This is an optimization exercise on Yosys and OpenROAD, whose aim is small area, not a production implementation.
Where RTL was checked, it was by simulation tests only, not by an equivalence proof against the original.
Power is estimated from default activity; no workload was simulated.

==> flow/design.v (excerpt) <==
module part1(clk, rst, imem_addr, imem_data, dmem_addr, dmem_wdata, dmem_we, dmem_re, dmem_rdata, wb_we, wb_addr, wb_data);
Size in the first run: ~1400 cells after synthesis, ~110 I/O pins, ~19000 um^2 of cells after synthesis.
make LEC_CHECK=0 CAP_MARGIN=20 CORE_MARGIN=2 CORE_UTILIZATION=55 CTS_BUF_LIST=sky130_fd_sc_hd__clkbuf_4 SLEW_MARGIN=20 SYNTH_HIERARCHICAL=1 finish   # period 10.0 ns
run.sh (not shown) runs the stock make flow with config.mk's settings and CLKGATE_MAP_FILE= SYNTH_SCRIPT=/design/flow/synth_recipe.tcl, a recipe that flattens the netlist after the stock synthesis.
Edit:
Settings changed: CORE_UTILIZATION 55 to 40, CTS_BUF_LIST sky130_fd_sc_hd__clkbuf_4 to sky130_fd_sc_hd__clkbuf_2 sky130_fd_sc_hd__clkbuf_4.
Outcome: Worst setup slack gets worse by 0.21 ns. Final cell count goes up by 7.6%. Sequential share of layout area goes down by 0.49 points. Design area goes up by 1.1%. Flip-flop and latch count is unchanged. Routed wire length goes up by 4.9%. Global-route usage goes down by 8.1 points. Core utilization goes down by 17 points.
Function was not checked in any run of this note: the RTL went through the layout flow alone.


oak:
part1, a different RTL version from the one above (not shown whole).
Size in the first run: about 1,300 cells after synthesis.
clock: 10.0 ns
lec_check: 0
cap_margin: 0
core_margin: 2
core_utilization: 40
slew_margin: 0
synth_hierarchical: 1
standard.sh (not shown) runs the stock make flow with config.mk's settings and CLKGATE_MAP_FILE= SYNTH_SCRIPT=/design/flow/synth_recipe.tcl, a recipe that flattens the netlist after the stock synthesis.
==> flow/flow/run.sh <==
#!/bin/bash
# Layout: the standard ORFS flow (standard.sh), with two changes:
#  - the port buffers are the smallest buffer (buf_1) instead of ORFS's pick;
#  - the clock tree uses larger sink clusters and no dummy loads.
set -euo pipefail
export BUFFER_PORTS_ARGS="-buffer_cell sky130_fd_sc_hd__buf_1"
export CTS_ARGS="-sink_clustering_enable -repair_clock_nets -dont_use_dummy_load -sink_clustering_size 26 -sink_clustering_max_diameter 120 -buf_list sky130_fd_sc_hd__clkbuf_16"
bash standard.sh > standard.log 2>&1
oak was carried through to the last stage, and its layout satisfied the timing, design-rule and antenna checks.
Input-level comparison between pine and oak:
- a change of SLEW_MARGIN from 0 to 20
- a change of CAP_MARGIN from 0 to 20
==> flow/flow/run.sh <==
#!/bin/bash
# Layout: the standard ORFS flow (standard.sh), with two changes:
#  - the port buffers are the smallest buffer (buf_1) instead of ORFS's pick;
#  - the clock tree uses larger sink clusters and no dummy loads.
set -euo pipefail
export BUFFER_PORTS_ARGS="-buffer_cell sky130_fd_sc_hd__buf_1"
export CTS_ARGS="-sink_clustering_enable -repair_clock_nets -dont_use_dummy_load -sink_clustering_size 24 -sink_clustering_max_diameter 100 -buf_list sky130_fd_sc_hd__clkbuf_16"
bash standard.sh > standard.log 2>&1
pine: full flow OK, the timing, design-rule and antenna checks passed. pine -> oak: count of endpoints failing hold in the final timing report delta 0, exact match. Met1 global-route usage, oak and pine: lower on oak. As far as highest clock rate is concerned, pine and oak perform about the same. pine vs. oak: global routing usage summed across all routing layers essentially unchanged, stage delay of the slowest cell on the critical path increased 0.21 ns, final wirelength increased about 0.9%. pine ends up with higher critical path required time than oak does. Taking oak as the reference point, the portion of total power attributed to sequential cells of pine falls by 0.5 points. oak and pine ended up with roughly the same number of buffers inserted to repair setup after CTS. Between pine and oak, it is pine whose area growth from synthesis to layout is higher, by 0.63 points.
For birch, these inputs were changed with respect to pine:
- SLEW_MARGIN now 0, was 20
- CAP_MARGIN now 0, was 20
==> flow/flow/run.sh <==
#!/bin/bash
# Layout: the standard ORFS flow (standard.sh), with two changes:
#  - the port buffers are the smallest buffer (buf_1) instead of ORFS's pick;
#  - the clock tree uses larger sink clusters and no dummy loads.
set -euo pipefail
export BUFFER_PORTS_ARGS="-buffer_cell sky130_fd_sc_hd__buf_1"
export CTS_ARGS="-sink_clustering_enable -repair_clock_nets -dont_use_dummy_load -sink_clustering_size 28 -sink_clustering_max_diameter 120 -buf_list sky130_fd_sc_hd__clkbuf_16"
bash standard.sh > standard.log 2>&1
### Flow results
In the tables for pine and birch, transition time at the pin with the least slew margin reads higher with birch.
pine -> birch: post-cts resize count delta 0, exact match
The combinational power was comparable across pine and birch.
### birch -> maple
==> flow/flow/run.sh <==
#!/bin/bash
# Layout: the standard ORFS flow (standard.sh), with two changes:
#  - the port buffers are the smallest buffer (buf_1) instead of ORFS's pick;
#  - the clock tree uses larger sink clusters and no dummy loads.
set -euo pipefail
export BUFFER_PORTS_ARGS="-buffer_cell sky130_fd_sc_hd__buf_1"
export CTS_ARGS="-sink_clustering_enable -repair_clock_nets -dont_use_dummy_load -sink_clustering_size 24 -sink_clustering_max_diameter 100 -buf_list sky130_fd_sc_hd__clkbuf_16"
bash standard.sh > standard.log 2>&1
Findings:
maple packs its core more tightly than birch. The final reports for maple and birch show setup slack lower in the former. The clock-pin slew of the registers on the worst-case setup and hold paths on maple is in line with that on birch. Summary of maple over birch: global-route wire length before repair grew by 0.75%; global-route usage picked up an extra 0.24 points; hold slack went down 0.0034 ns; power now larger; wire length went up. On number of standard cells after synthesis, maple and birch are neck and neck. Changes observed in maple relative to birch: post-route clock period utilization saw an increase; slew at the pin closest to its max-slew limit saw an increase.


part1, a different RTL version from the one above (not shown whole).
Size in the first run: roughly 1300 cells after synthesis, roughly 18000 um2 of cells after synthesis.
Design part1, start of the top module:
module part1(clk, rst, imem_addr, imem_data, dmem_addr, dmem_wdata, dmem_we, dmem_re, dmem_rdata, wb_we, wb_addr, wb_data);
input clk;
input rst;
output [15:0] imem_addr;
input  [15:0] imem_data;
output [15:0] dmem_addr;
output [15:0] dmem_wdata;
output dmem_we;
output dmem_re;
input  [15:0] dmem_rdata;
output wb_we;
output [3:0] wb_addr;
output [15:0] wb_data;
function [15:0] rev16;
    input [15:0] v;
    integer n;
    begin
        for (n = 0; n < 16; n = n + 1) rev16[n] = v[15-n];
    end
endfunction
reg [15:0] pc;
reg [15:0] a_x;      
reg [15:0] b_x;      
reg [15:0] npc_x;    
reg [3:0]  imm_x;    
reg [3:0]  op_x;     
reg [3:0]  wa_x;     
reg [15:0] res_m;
reg [15:0] sd_m;
reg [3:0]  wa_m;
reg        wen_m, we_m, re_m;
reg [15:0] wd_w;
reg [3:0]  wa_w;
reg        wen_w;
wire [15:0] wdr = wd_w & {16{~rst}};
wire [239:0] rf;
genvar gi;
generate
    for (gi = 1; gi < 16; gi = gi + 1) begin : g_rf
        reg [15:0] q;
        wire en = rst | (wen_w && wa_w == gi);
        wire [15:0] d = (gi == 1) ? (wdr | {13'd0, rst, 1'b0, rst}) : wdr;
        always @(posedge clk)
            if (en)
                q <= d;
        assign rf[(gi-1)*16 +: 16] = q;
    end
endgenerate
wire [15:0] inst = imem_data;
wire [3:0] op = inst[15:12];
wire [3:0] fA = inst[11:8];
wire [3:0] fB = inst[7:4];
wire [3:0] fC = inst[3:0];
wire d_sll = (op == 4'h4);
wire d_srl = (op == 4'h5);
wire d_sw  = (op == 4'h9);
wire d_beq = (op == 4'ha);
wire d_jr  = (op == 4'hb);
wire d_j   = (op == 4'hc);
wire d_jal = (op == 4'hd);
wire [3:0] ra2 = (d_sll | d_srl) ? 4'd0 : (d_sw | d_beq) ? fA : fC;
wire [15:0] sel1, sel2;
genvar gs;
generate
    for (gs = 0; gs < 16; gs = gs + 1) begin : g_sel
        assign sel1[gs] = (fB == gs);
        assign sel2[gs] = (ra2 == gs);
    end
endgenerate
wire [79:0] x1, x2;
rdport rp1 (.sel(sel1), .r(rf), .xo(x1));
rdport rp2 (.sel(sel2), .r(rf), .xo(x2));
wire [15:0] oh = {16{d_sll | d_srl}} & (16'd1 << fC);
wire [15:0] rd1, rd2, b_n;
genvar go;
generate
    for (go = 0; go < 16; go = go + 1) begin : g_rd
  ...
==> flow/config.mk <==
export PLATFORM = sky130hd
export DESIGN_NAME = part1
export DESIGN_NICKNAME = part1
export VERILOG_FILES = /design/flow/design.v
export SDC_FILE = /design/flow/constraint.sdc
export NUM_CORES = 4
export LEC_CHECK = 0
export CAP_MARGIN = 0
export CORE_MARGIN = 2
export CORE_UTILIZATION = 60
export SLEW_MARGIN = 0
export SYNTH_HIERARCHICAL = 1
==> flow/constraint.sdc <==
create_clock -name core_clock -period 10.0 [get_ports {clk}]
set_input_delay 2.0000 -clock core_clock [delete_from_list [all_inputs] [get_ports {clk}]]
set_output_delay 2.0000 -clock core_clock [all_outputs]
set_load 0.01 [all_outputs]
==> flow/flow/run.sh <==
#!/bin/bash
# Layout: the standard ORFS flow (standard.sh), with two changes:
#  - the port buffers are the smallest buffer (buf_1) instead of ORFS's pick;
#  - the clock tree uses larger sink clusters and no dummy loads.
set -euo pipefail
export BUFFER_PORTS_ARGS="-buffer_cell sky130_fd_sc_hd__buf_1"
export CTS_ARGS="-sink_clustering_enable -repair_clock_nets -dont_use_dummy_load -sink_clustering_size 28 -sink_clustering_max_diameter 120 -buf_list sky130_fd_sc_hd__clkbuf_16"
bash standard.sh > standard.log 2>&1
Then changed:
CORE_UTILIZATION = 40   (was 60)
Result:
- setup slack gets better by 0.39 ns
- via count grows by 0.59%
- total power goes down by 0.78%
- maximum frequency rises by 4.6%

-- port drivers added, routing unchanged --
How much do the figures lean on ideal ports? The routed layouts below were timed once more, with nothing changed but the port constraints.
Step 1 assumes that a clkbuf_16 drives the clock port and a buf_2 every other input.
Step 2 also shifts input and output timing later by t, the mid clock arrival at the registers, as if the neighbouring blocks saw the same clock.
a / b / c = ideal / step 1 / step 2; a / b = the first two.
run | t (ns) | slack for setup (ns) | slew at the worst register clock pin (ns) | pins driven straight from the clock port
the first run of note 1 | 0.822 | 1.360 / 1.360 / 1.360 | 0.08 / 0.08 | 1
the second run of note 1 | 0.882 | 1.151 / 1.151 / 1.151 | 0.08 / 0.08 | 1
oak | 0.572 | 1.700 / 1.700 / 1.700 | 0.10 / 0.10 | 1
pine | 0.592 | 1.676 / 1.676 / 1.676 | 0.10 / 0.10 | 1
birch | 0.571 | 1.709 / 1.709 / 1.709 | 0.11 / 0.11 | 1
maple | 0.585 | 1.665 / 1.665 / 1.665 | 0.10 / 0.10 | 1
the first run of note 3 | 0.564 | 1.204 / 1.204 / 1.204 | 0.11 / 0.11 | 1
the second run of note 3 | 0.587 | 1.592 / 1.592 / 1.592 | 0.11 / 0.11 | 1
After both steps setup and hold are still met in every run listed.
